This is an optimization exercise on Yosys and OpenROAD, whose aim is small area, a short achievable clock period and few clock cycles, not a production implementation. In this exercise RTL edits were held to simulation tests only and were not proved equivalent to the original.

== lagoon ==
## Encoder
module Encoder (clk, rst, in, start, ready, putInput, outReady, out);
    input clk, rst, start;
    input [24:0] in;
    output ready, putInput, outReady;
    output [24:0] out;
    reg [63:0] rcValues [0:23];
    initial $readmemh("rc.hex", rcValues);
    reg        comp;      
    reg [4:0]  rnd;       
    reg        piPend;    
    reg [6:0]  lc;        
    reg        readyR, putInputR, outReadyR;
    wire lastRnd  = comp & (rnd == 5'd23);
    wire accept   = start & readyR;
    wire pendN    = piPend | accept;
    wire putNow   = piPend & (~comp | lastRnd);
    wire loadDone = (lc == 7'd1);
    wire compN    = loadDone | (comp & ~lastRnd);
    wire [4:0] rndN = comp ? rnd + 5'd1 : 5'd0;
    wire [6:0] lcN  = putNow ? 7'd64 : (lc != 7'd0) ? lc - 7'd1 : 7'd0;
    wire pendNN   = pendN & ~putNow;
    always @(posedge clk or posedge rst) begin
        if (rst) begin
            comp <= 1'b0;
            rnd <= 5'd0;
            piPend <= 1'b0;
            lc <= 7'd0;
            readyR <= 1'b0;
            putInputR <= 1'b0;
            outReadyR <= 1'b0;
        end else begin
            comp <= compN;
            rnd <= loadDone ? 5'd0 : rndN;
            piPend <= pendNN;
            lc <= lcN;
            readyR <= ~pendNN & (lcN == 7'd0);
            putInputR <= pendNN & (~compN | (rndN == 5'd23)) & ~loadDone;
  ...
Size in the first run: about 11000 cells after synthesis, about 56 I/O pins, about 99000 µm² of cells after synthesis.
export LEC_CHECK = 0
export CAP_MARGIN = 30
export CORE_MARGIN = 2
export CORE_UTILIZATION = 40
export CTS_CLUSTER_DIAMETER = 80
export CTS_CLUSTER_SIZE = 24
export SLEW_MARGIN = 30
create_clock -name core_clock -period 10.0 [get_ports {clk}]
standard.sh (not shown) runs the stock make flow with config.mk's settings and CLKGATE_MAP_FILE= SYNTH_SCRIPT=/design/flow/synth_recipe.tcl, a recipe that flattens the netlist after the stock synthesis.
==> flow/flow/run.sh <==
#!/bin/bash
set -euo pipefail
W=$(pwd)
F=$W/flow
EXTRA=()
if [[ -f $F/extra.txt ]]; then mapfile -t EXTRA < "$F/extra.txt"; fi

sed "s#^  log_cmd abc {\*}\$abc_args#  techmap -map $F/cells_map.v#" \
  "$FLOW_HOME/scripts/synth.tcl" > "$W/synth_mod.tcl"
grep -q "cells_map.v" "$W/synth_mod.tcl"
sed "s#source \$::env(SCRIPTS_DIR)/synth.tcl#source $W/synth_mod.tcl#" \
  "$W/synth_recipe.tcl" > "$W/my_synth.tcl"
grep -q "synth_mod.tcl" "$W/my_synth.tcl"
echo "exec python3 $F/fix.py \$::env(RESULTS_DIR)/1_2_yosys.v" >> "$W/my_synth.tcl"
sed "s#SYNTH_SCRIPT=[^ ]*#SYNTH_SCRIPT=$W/my_synth.tcl#" "$W/standard.sh" > "$W/my_standard.sh"
grep -q "my_synth.tcl" "$W/my_standard.sh"

bash "$W/my_standard.sh" "${EXTRA[@]}" synth > "$W/synth.log" 2>&1
bash "$W/my_standard.sh" "${EXTRA[@]}" finish > "$W/layout.log" 2>&1
test -s "$W/out/final.def"
==> flow/flow/extra.txt <==
SETUP_SLACK_MARGIN=6.5
BUFFER_PORTS_ARGS=-buffer_cell sky130_fd_sc_hd__buf_4
MATCH_CELL_FOOTPRINT=0
Other scripts of this flow, unchanged in this note and not shown: flow/flow/cells_map.v, flow/flow/fix.py
The flow did not stop early for lagoon: all stages ran, and the layout cleared the timing, design-rule and antenna checks.
Testbench counts of lagoon, summed over its fixed seeds: cycles 1,980.
Relative to lagoon, the following input files were edited for umber:
Settings: CAP_MARGIN changed from 30 to 40; SLEW_MARGIN changed from 30 to 40; CTS_CLUSTER_SIZE removed (was 24); CTS_CLUSTER_DIAMETER removed (was 80).
Findings:
Looking at umber and lagoon, the HPWL reported at the end of detailed placement is a wash.
Relative max-transition margin was lower in lagoon than in umber.
Side by side, clock-buffer cell count turned out higher in umber than in lagoon.
#### Input delta (indigo over umber)
Settings: putting CTS_CLUSTER_DIAMETER at 80 where nothing was set; swapping 40 for 30 in CAP_MARGIN; putting CTS_CLUSTER_SIZE at 24 where nothing was set; swapping 40 for 30 in SLEW_MARGIN.
--- a/flow/flow/extra.txt
+++ b/flow/flow/extra.txt
@@ -1 +1 @@
-SETUP_SLACK_MARGIN=6.5
+SETUP_SLACK_MARGIN=6.7
- The run with more setup slack is indigo; umber has less.
- In indigo the delay of the slowest critical-path stage turned out 20 ps lower than in umber.
The following lists how pepper was set up differently from indigo:
Settings: clearing CTS_CLUSTER_DIAMETER, which used to be 80; clearing CTS_CLUSTER_SIZE, which used to be 24.
==> flow/flow/extra.txt <==
BUFFER_PORTS_ARGS=-buffer_cell sky130_fd_sc_hd__buf_4
Between indigo and pepper, design area is higher for indigo, pepper comes in under that.
Note that the non-clock buffer count recorded for indigo amounts to 1.08 times the value seen in pepper.
Diff indigo and pepper: fmax lower in pepper
Sequential share of layout area was lower in the run labelled indigo.
Compared with indigo, total met3 wirelength after detailed routing in pepper decreased by a few percent.
Fraction of the cycle the final worst path needs in pepper vs indigo: up 11 points

the previous run:
Encoder again, from the RTL that the note above started with.
clock: 10.0 ns
lec_check: 0
cap_margin: 30
core_margin: 2
core_utilization: 40
slew_margin: 30
==> flow/flow/extra.txt <==
SETUP_SLACK_MARGIN=6.5
BUFFER_PORTS_ARGS=-buffer_cell sky130_fd_sc_hd__buf_4
MATCH_CELL_FOOTPRINT=0
Scripts as last shown in full above: flow/flow/run.sh
Other scripts of this flow, unchanged in this note and not shown: flow/flow/cells_map.v, flow/flow/fix.py
Testbench counts of the previous run, summed over its fixed seeds: cycles 1,980.
#### Input delta (the current run over the previous run)
==> flow/flow/extra.txt <==
SETUP_SLACK_MARGIN=6.5
BUFFER_PORTS_ARGS=-buffer_cell sky130_fd_sc_hd__buf_4
Findings:
The current run | status: complete | timing, DRC, antenna: pass. Reported for the current run and the previous run, area added between synthesis and finish turned out identical to the last digit. Comparing the current run against the previous run, there is no change at all in final total negative setup slack. Re cell count: no difference whatsoever between the previous run and the current run. From the previous run to the current run, final cycle utilization of the critical path did not move at all. Summary of the current run over the previous run: data arrival time of the critical path did not really move, per-instance average area after synthesis did not really move.

-- what the ideal ports hide --
In the flow no input, the clock included, has a driving cell. The finished layouts below were timed again as built, in two steps. Step 1, drivers: a clkbuf_16 drives clk and a buf_2 each remaining input, both assumed. Step 2 also shifts input and output timing later by t, the mid clock arrival at the registers, as if the neighbouring blocks saw the same clock. Slacks: ideal / step 1 / step 2; pairs: ideal / step 1.
| run | t, ns | setup slack, ns | worst setup path after step 2 | slew at the worst register clock pin (ns) | worst slew at a driven data input, ns |
|---|---|---|---|---|---|
| lagoon | 0.940 | 6.157 / 6.157 / 6.157 | register to register | 0.11 / 0.11 | 0.03 |
| umber | 1.009 | 6.123 / 6.123 / 6.123 | register to register | 0.07 / 0.07 | 0.03 |
| indigo | 0.948 | 6.360 / 6.360 / 6.360 | register to register | 0.11 / 0.11 | 0.03 |
| pepper | 0.992 | 5.279 / 5.279 / 5.279 | register to register | 0.07 / 0.07 | 0.03 |
| the previous run | 0.997 | 6.243 / 6.243 / 6.243 | register to register | 0.07 / 0.07 | 0.03 |
| the current run | 0.997 | 6.243 / 6.243 / 6.243 | register to register | 0.07 / 0.07 | 0.03 |
After both steps every run listed still meets setup and hold.
